What follows belongs to an exercise in optimizing a design on an open flow for small area and a short achievable clock period; a production flow would make more cautious choices.
Only simulation tests tie the RTL to the original design; equivalence was not proved.
The clock input has no modelled driver; a real chip could not lean on it and would need a root buffer or a full tree.
No activity file was given, so power comes from the tool's default toggle rates.

## job 5448
==> flow/design.v (excerpt) <==
module CLA_64_4 (   input  [63:0] a_inp,
                    input  [63:0] b_inp,
                    output reg [63:0] s_out,
                    output reg        c_out,
                    input         clock,
                    input         reset);
reg  [2:0] u0;
wire [2:0] n0 = {1'b0, a_inp[1:0]} + {1'b0, b_inp[1:0]};
reg  [2:0] u1;
wire [2:0] n1 = {1'b0, a_inp[3:2]} + {1'b0, b_inp[3:2]};
reg  [2:0] u2;
wire [2:0] n2 = {1'b0, a_inp[5:4]} + {1'b0, b_inp[5:4]};
reg  [2:0] u3;
wire [2:0] n3 = {1'b0, a_inp[7:6]} + {1'b0, b_inp[7:6]};
reg  [2:0] u4;
wire [2:0] n4 = {1'b0, a_inp[9:8]} + {1'b0, b_inp[9:8]};
reg  [2:0] u5;
wire [2:0] n5 = {1'b0, a_inp[11:10]} + {1'b0, b_inp[11:10]};
reg  [2:0] u6;
wire [2:0] n6 = {1'b0, a_inp[13:12]} + {1'b0, b_inp[13:12]};
reg  [2:0] u7;
wire [2:0] n7 = {1'b0, a_inp[15:14]} + {1'b0, b_inp[15:14]};
reg  [2:0] u8;
wire [2:0] n8 = {1'b0, a_inp[17:16]} + {1'b0, b_inp[17:16]};
reg  [2:0] u9;
wire [2:0] n9 = {1'b0, a_inp[19:18]} + {1'b0, b_inp[19:18]};
reg  [2:0] u10;
wire [2:0] n10 = {1'b0, a_inp[21:20]} + {1'b0, b_inp[21:20]};
reg  [2:0] u11;
wire [2:0] n11 = {1'b0, a_inp[23:22]} + {1'b0, b_inp[23:22]};
reg  [2:0] u12;
wire [2:0] n12 = {1'b0, a_inp[25:24]} + {1'b0, b_inp[25:24]};
reg  [2:0] u13;
wire [2:0] n13 = {1'b0, a_inp[27:26]} + {1'b0, b_inp[27:26]};
reg  [2:0] u14;
wire [2:0] n14 = {1'b0, a_inp[29:28]} + {1'b0, b_inp[29:28]};
reg  [2:0] u15;
wire [2:0] n15 = {1'b0, a_inp[31:30]} + {1'b0, b_inp[31:30]};
reg  [2:0] u16;
wire [2:0] n16 = {1'b0, a_inp[33:32]} + {1'b0, b_inp[33:32]};
reg  [2:0] u17;
wire [2:0] n17 = {1'b0, a_inp[35:34]} + {1'b0, b_inp[35:34]};
reg  [2:0] u18;
wire [2:0] n18 = {1'b0, a_inp[37:36]} + {1'b0, b_inp[37:36]};
reg  [2:0] u19;
wire [2:0] n19 = {1'b0, a_inp[39:38]} + {1'b0, b_inp[39:38]};
reg  [2:0] u20;
wire [2:0] n20 = {1'b0, a_inp[41:40]} + {1'b0, b_inp[41:40]};
reg  [2:0] u21;
wire [2:0] n21 = {1'b0, a_inp[43:42]} + {1'b0, b_inp[43:42]};
reg  [2:0] u22;
wire [2:0] n22 = {1'b0, a_inp[45:44]} + {1'b0, b_inp[45:44]};
reg  [2:0] u23;
wire [2:0] n23 = {1'b0, a_inp[47:46]} + {1'b0, b_inp[47:46]};
reg  [2:0] u24;
wire [2:0] n24 = {1'b0, a_inp[49:48]} + {1'b0, b_inp[49:48]};
reg  [2:0] u25;
  ...
Size: about 470 cells after synthesis, roughly 160 flip-flops, ~200 I/O pins, roughly 0.0064 mm² of cells after synthesis.
==> flow/config.mk <==
export PLATFORM = sky130hd
export DESIGN_NAME = CLA_64_4
export DESIGN_NICKNAME = CLA_64_4
export VERILOG_FILES = /design/flow/design.v
export SDC_FILE = /design/flow/constraint.sdc
export NUM_CORES = 4
export LEC_CHECK = 0
export CAP_MARGIN = 20
export CORE_MARGIN = 2
export CORE_UTILIZATION = 60
export SLEW_MARGIN = 20
export BUFFER_PORTS_ARGS = -buffer_cell sky130_fd_sc_hd__buf_1
export PRE_CTS_TCL = /design/flow/flow/cts_manual.tcl
export MANUAL_CTS_NLEAF = 8
export MANUAL_CTS_NL1 = 4
export MANUAL_CTS_LEAF = sky130_fd_sc_hd__inv_12
export MANUAL_CTS_L1 = sky130_fd_sc_hd__inv_4
==> flow/constraint.sdc <==
create_clock -name core_clock -period 9.0 [get_ports {clock}]
set_input_delay 1.8000 -clock core_clock [delete_from_list [all_inputs] [get_ports {clock}]]
set_output_delay 1.8000 -clock core_clock [all_outputs]
set_load 0.01 [all_outputs]
standard.sh (not shown) runs the stock make flow with config.mk's settings and CLKGATE_MAP_FILE= SYNTH_SCRIPT=/design/flow/synth_recipe.tcl, a recipe that flattens the netlist after the stock synthesis.
==> flow/flow/run.sh <==
#!/bin/bash
set -e
cat >> config.mk <<CFG
export BUFFER_PORTS_ARGS = -buffer_cell sky130_fd_sc_hd__buf_1
export PRE_CTS_TCL = $PWD/flow/cts_manual.tcl
export MANUAL_CTS_NLEAF = 8
export MANUAL_CTS_NL1 = 4
export MANUAL_CTS_LEAF = sky130_fd_sc_hd__inv_12
export MANUAL_CTS_L1 = sky130_fd_sc_hd__inv_4
CFG
bash standard.sh > standard.log 2>&1
==> flow/flow/cts_manual.tcl <==
# Pre-CTS hook: a small, balanced clock tree built by hand.
# The flip-flops are split by balanced k-means on their placed locations
# into NLEAF groups; each group gets a leaf clock buffer at its centre. The
# leaf buffers are split the same way into NL1 groups, each driven by one
# first-level buffer, and the first-level buffers are driven by the clock
# port (NL1 = 0: the leaves hang on the port). Every flip-flop sits behind
# the same number of buffers, so all of them get the same clock latency up
# to wire and load differences. The standard clock_tree_synthesis call that
# follows in cts.tcl is turned into a no-op. The buffers may be inverters
# (both levels then, so the flip-flops see the clock's own polarity).

# balanced k-means: items are {obj x y}; returns the group index of each item
proc mcts_cluster {items k} {
  set n [llength $items]
  set sorted [lsort -integer -index 1 $items]
  set centres {}
  for {set g 0} {$g < $k} {incr g} {
    set lo [expr {$g * $n / $k}]
    set hi [expr {($g + 1) * $n / $k - 1}]
    set ax 0; set ay 0
    foreach s [lrange $sorted $lo $hi] { incr ax [lindex $s 1]; incr ay [lindex $s 2] }
    set m [expr {max(1, $hi - $lo + 1)}]
    lappend centres [list [expr {$ax / $m}] [expr {$ay / $m}]]
  }
  set cap [expr {($n + $k - 1) / $k}]
  for {set iter 0} {$iter < 40} {incr iter} {
    set pairs {}
    set i 0
    foreach s $items {
      for {set g 0} {$g < $k} {incr g} {
        set c [lindex $centres $g]
        set dx [expr {[lindex $s 1] - [lindex $c 0]}]
        set dy [expr {[lindex $s 2] - [lindex $c 1]}]
        lappend pairs [list [expr {$dx * $dx + $dy * $dy}] $i $g]
      }
      incr i
    }
    set pairs [lsort -integer -index 0 $pairs]
    array unset asg
    for {set g 0} {$g < $k} {incr g} { set cnt($g) 0; set sx($g) 0; set sy($g) 0 }
    foreach p $pairs {
      lassign $p d i g
      if {[info exists asg($i)] || $cnt($g) >= $cap} continue
      set asg($i) $g
      incr cnt($g)
    }
    for {set i 0} {$i < $n} {incr i} {
      incr sx($asg($i)) [lindex [lindex $items $i] 1]
      incr sy($asg($i)) [lindex [lindex $items $i] 2]
    }
    set centres {}
    for {set g 0} {$g < $k} {incr g} {
      lappend centres [list [expr {$sx($g) / max(1, $cnt($g))}] [expr {$sy($g) / max(1, $cnt($g))}]]
    }
  }
  set out {}
  for {set i 0} {$i < $n} {incr i} { lappend out $asg($i) }
  return [list $out $centres]
}

proc mcts_centre {iterm} {
  set bb [[$iterm getInst] getBBox]
  return [list $iterm [expr {([$bb xMin] + [$bb xMax]) / 2}] [expr {([$bb yMin] + [$bb yMax]) / 2}]]
}

# one buffer per group: moves each group's sinks onto a new net driven by
# the buffer; returns the buffers' input pins as items
proc mcts_level {block master items k name driver_net} {
  lassign [mcts_cluster $items $k] asg centres
  set outs {}
  for {set g 0} {$g < $k} {incr g} {
    set inst [odb::dbInst_create $block $master "${name}_$g"]
    set net [odb::dbNet_create $block "${name}_net_$g"]
    $net setSigType CLOCK
    set opin X
    if {[$master findMTerm Y] ne "NULL"} { set opin Y }
    [$inst findITerm $opin] connect $net
    [$inst findITerm A] connect $driver_net
    lassign [lindex $centres $g] cx cy
    $inst setLocation [expr {$cx - [$master getWidth] / 2}] [expr {$cy - [$master getHeight] / 2}]
    $inst setPlacementStatus PLACED
    set bnet($g) $net
    set cnt($g) 0
    lappend outs [mcts_centre [$inst findITerm A]]
  }
  set i 0
  foreach s $items {
    set it [lindex $s 0]
    $it disconnect
    $it connect $bnet([lindex $asg $i])
    incr cnt([lindex $asg $i])
    incr i
  }
  for {set g 0} {$g < $k} {incr g} { puts "manual cts: $name $g drives $cnt($g) pins near [lindex $centres $g]" }
  return $outs
}

proc manual_cts {} {
  set nleaf 8
  set nl1 2
  set leafcell sky130_fd_sc_hd__clkbuf_16
  set l1cell sky130_fd_sc_hd__clkbuf_16
  if {[info exists ::env(MANUAL_CTS_NLEAF)]} { set nleaf $::env(MANUAL_CTS_NLEAF) }
  if {[info exists ::env(MANUAL_CTS_NL1)]} { set nl1 $::env(MANUAL_CTS_NL1) }
  if {[info exists ::env(MANUAL_CTS_LEAF)]} { set leafcell $::env(MANUAL_CTS_LEAF) }
  if {[info exists ::env(MANUAL_CTS_L1)]} { set l1cell $::env(MANUAL_CTS_L1) }
  set db [ord::get_db]
  set block [ord::get_db_block]
  set clk_net [$block findNet clock]
  set sinks {}
  foreach it [$clk_net getITerms] { lappend sinks [mcts_centre $it] }
  puts "manual cts: [llength $sinks] clock sinks, $nleaf leaf buffers, $nl1 first-level buffers"
  set leaves [mcts_level $block [$db findMaster $leafcell] $sinks $nleaf clkbuf_leaf $clk_net]
  if {$nl1 > 0} {
    mcts_level $block [$db findMaster $l1cell] $leaves $nl1 clkbuf_l1 $clk_net
  }
}
manual_cts

set_propagated_clock [all_clocks]
# cts.tcl next calls repair_clock_inverters, which would clone the tree's
# inverters per load, and then clock_tree_synthesis; the tree is complete,
# so both are skipped.
rename repair_clock_inverters orig_repair_clock_inverters
proc repair_clock_inverters {args} { puts "manual cts: repair_clock_inverters skipped" }
rename clock_tree_synthesis orig_clock_tree_synthesis
proc clock_tree_synthesis {args} { puts "manual cts: clock_tree_synthesis skipped" }

# The port buffers are all made from one cell by buffer_ports; the output
# ports' buffers may be swapped to another (PORT_OUT_BUF).
if {[info exists ::env(PORT_OUT_BUF)]} {
  set m [[ord::get_db] findMaster $::env(PORT_OUT_BUF)]
  set k 0
  foreach bt [[ord::get_db_block] getBTerms] {
    if {[$bt getIoType] ne "OUTPUT"} continue
    set drv [[$bt getNet] getFirstOutput]
    if {$drv eq "NULL"} continue
    [$drv getInst] swapMaster $m
    incr k
  }
  puts "port buffers: $k output port drivers made $::env(PORT_OUT_BUF)"
}
Job 5448: PASS, flow complete, no timing, DRC or antenna violations
### job 5448 -> job 8473
Settings: putting PORT_OUT_BUF at sky130_fd_sc_hd__buf_2 where nothing was set; putting SETUP_SLACK_MARGIN at 6.35 where nothing was set.
diff --git a/flow/flow/run.sh b/flow/flow/run.sh
--- a/flow/flow/run.sh
+++ b/flow/flow/run.sh
@@ -4,2 +4,3 @@
 export BUFFER_PORTS_ARGS = -buffer_cell sky130_fd_sc_hd__buf_1
+export PORT_OUT_BUF = sky130_fd_sc_hd__buf_2
 export PRE_CTS_TCL = $PWD/flow/cts_manual.tcl
@@ -9,2 +10,3 @@
 export MANUAL_CTS_L1 = sky130_fd_sc_hd__inv_4
+export SETUP_SLACK_MARGIN = 6.35
 CFG
Results
- Per the final summary, job 8473 finished and its layout is clean on timing, DRC and antenna.
- Changes observed in job 8473 relative to job 5448: routed wire length rose by about 4%; setup slack shows a reduction of 0.037 ns; via count has increased; share of total power in combinational logic +1.2 points.
#### Input delta (job 626 over job 8473)
Settings: SETUP_SLACK_MARGIN changed from 6.35 to 6.6; ABC_CLOCK_PERIOD_IN_PS newly set to 2500; BUFFER_PORTS_ARGS changed from -buffer_cell sky130_fd_sc_hd__buf_1 to -buffer_cell sky130_fd_sc_hd__buf_2; PORT_OUT_BUF removed (was sky130_fd_sc_hd__buf_2).
==> flow/flow/run.sh <==
#!/bin/bash
set -e
cat >> config.mk <<CFG
export BUFFER_PORTS_ARGS = -buffer_cell sky130_fd_sc_hd__buf_2
export PRE_CTS_TCL = $PWD/flow/cts_manual.tcl
export MANUAL_CTS_NLEAF = 8
export MANUAL_CTS_NL1 = 4
export MANUAL_CTS_LEAF = sky130_fd_sc_hd__inv_12
export MANUAL_CTS_L1 = sky130_fd_sc_hd__inv_4
export SETUP_SLACK_MARGIN = 6.6
CFG
bash standard.sh > standard.log 2>&1
diff --git a/flow/flow/cts_manual.tcl b/flow/flow/cts_manual.tcl
--- a/flow/flow/cts_manual.tcl
+++ b/flow/flow/cts_manual.tcl
@@ -120,23 +120,3 @@
 set_propagated_clock [all_clocks]
-# cts.tcl next calls repair_clock_inverters, which would clone the tree's
-# inverters per load, and then clock_tree_synthesis; the tree is complete,
-# so both are skipped.
-rename repair_clock_inverters orig_repair_clock_inverters
-proc repair_clock_inverters {args} { puts "manual cts: repair_clock_inverters skipped" }
 rename clock_tree_synthesis orig_clock_tree_synthesis
 proc clock_tree_synthesis {args} { puts "manual cts: clock_tree_synthesis skipped" }
-
-# The port buffers are all made from one cell by buffer_ports; the output
-# ports' buffers may be swapped to another (PORT_OUT_BUF).
-if {[info exists ::env(PORT_OUT_BUF)]} {
-  set m [[ord::get_db] findMaster $::env(PORT_OUT_BUF)]
-  set k 0
-  foreach bt [[ord::get_db_block] getBTerms] {
-    if {[$bt getIoType] ne "OUTPUT"} continue
-    set drv [[$bt getNet] getFirstOutput]
-    if {$drv eq "NULL"} continue
-    [$drv getInst] swapMaster $m
-    incr k
-  }
-  puts "port buffers: $k output port drivers made $::env(PORT_OUT_BUF)"
-}
### Flow results
- Diff job 626..job 8473 | synthesized area | unchanged
- Re XOR/XNOR share of the synthesized area: no difference whatsoever between job 8473 and job 626.
- The setup slack at placement on job 8473 is in line with that on job 626.
- Job 626 did not finish; a tool error ended it in clock tree synthesis.
- Job 626 vs job 8473: post-DP HPWL up by a few percent
Changes in job 6584 relative to job 626:
Settings: clearing ABC_CLOCK_PERIOD_IN_PS, which used to be 2500; swapping 6.6 for 6.5 in SETUP_SLACK_MARGIN; swapping -buffer_cell sky130_fd_sc_hd__buf_2 for -buffer_cell sky130_fd_sc_hd__buf_1 in BUFFER_PORTS_ARGS.
==> flow/flow/run.sh <==
#!/bin/bash
set -e
cat >> config.mk <<CFG
export BUFFER_PORTS_ARGS = -buffer_cell sky130_fd_sc_hd__buf_1
export PRE_CTS_TCL = $PWD/flow/cts_manual.tcl
export MANUAL_CTS_NLEAF = 8
export MANUAL_CTS_NL1 = 4
export MANUAL_CTS_LEAF = sky130_fd_sc_hd__inv_12
export MANUAL_CTS_L1 = sky130_fd_sc_hd__inv_4
export SETUP_SLACK_MARGIN = 6.5
CFG
bash standard.sh > standard.log 2>&1
diff --git a/flow/flow/cts_manual.tcl b/flow/flow/cts_manual.tcl
--- a/flow/flow/cts_manual.tcl
+++ b/flow/flow/cts_manual.tcl
@@ -120,3 +120,23 @@
 set_propagated_clock [all_clocks]
+# cts.tcl next calls repair_clock_inverters, which would clone the tree's
+# inverters per load, and then clock_tree_synthesis; the tree is complete,
+# so both are skipped.
+rename repair_clock_inverters orig_repair_clock_inverters
+proc repair_clock_inverters {args} { puts "manual cts: repair_clock_inverters skipped" }
 rename clock_tree_synthesis orig_clock_tree_synthesis
 proc clock_tree_synthesis {args} { puts "manual cts: clock_tree_synthesis skipped" }
+
+# The port buffers are all made from one cell by buffer_ports; the output
+# ports' buffers may be swapped to another (PORT_OUT_BUF).
+if {[info exists ::env(PORT_OUT_BUF)]} {
+  set m [[ord::get_db] findMaster $::env(PORT_OUT_BUF)]
+  set k 0
+  foreach bt [[ord::get_db_block] getBTerms] {
+    if {[$bt getIoType] ne "OUTPUT"} continue
+    set drv [[$bt getNet] getFirstOutput]
+    if {$drv eq "NULL"} continue
+    [$drv getInst] swapMaster $m
+    incr k
+  }
+  puts "port buffers: $k output port drivers made $::env(PORT_OUT_BUF)"
+}
Job 6584: full flow OK, the timing, DRC and antenna checks passed
In the summary table, job 626 is marked failed, with error DPL-0038 raised in clock tree synthesis.
Reported for job 6584 and job 626, initial standard-cell utilization of the core turned out identical to the last digit.
Taking job 626 as the reference, in job 6584 post-synthesis async set-or-reset flop share neither gained nor lost much; per-instance average area after synthesis about even; count of buffers inserted at the top-level ports level; cell area after placement down 4.0%.
As far as sequential cell area fraction in the yosys report is concerned, job 626 and job 6584 perform about the same.
Of the two candidates, job 626 has the better total half-perimeter wirelength after legalization and detailed placement and job 6584 the worse one.
The pre-CTS setup slack number comes out lower for job 626 vs job 6584.
Against job 626 as the reference, job 6584 delivers a lower placer congestion estimate.
In job 5448, job 8473 and job 6584 the design's own scripts or RTL, not TritonCTS, make the clock network.

## what the ideal ports hide
The flow's constraints put no driver on any port. The routed layouts listed below were extracted and timed again, unchanged, in two steps. Step 1 sets driving cells, clkbuf_16 on the clock port and buf_2 on the other inputs (assumed; they add their load-dependent delay and slew). Step 2 moves the port delays by t, midway between the first and last clock arrival at a register: inputs arrive t later, outputs are due t later. That takes back most of the time a late clock gives input paths. a / b / c = no drivers / after step 1 / after step 2; a / b = the first two.
run	t (ns)	setup WS [ns]	latest minus earliest clock arrival (ns)	cell pins on the clock port's net
job 5448	0.245	6.436 / 6.419 / 6.280	0.011 / 0.010	4
job 8473	0.241	6.399 / 6.398 / 6.288	0.018 / 0.017	4
job 6584	0.241	6.489 / 6.423 / 6.318	0.020 / 0.019	4
After both steps setup and hold are still met in every run listed. For job 6584, which loses most, drivers alone change the setup slack by -0.066 ns; drivers and shift together by -0.171 ns.
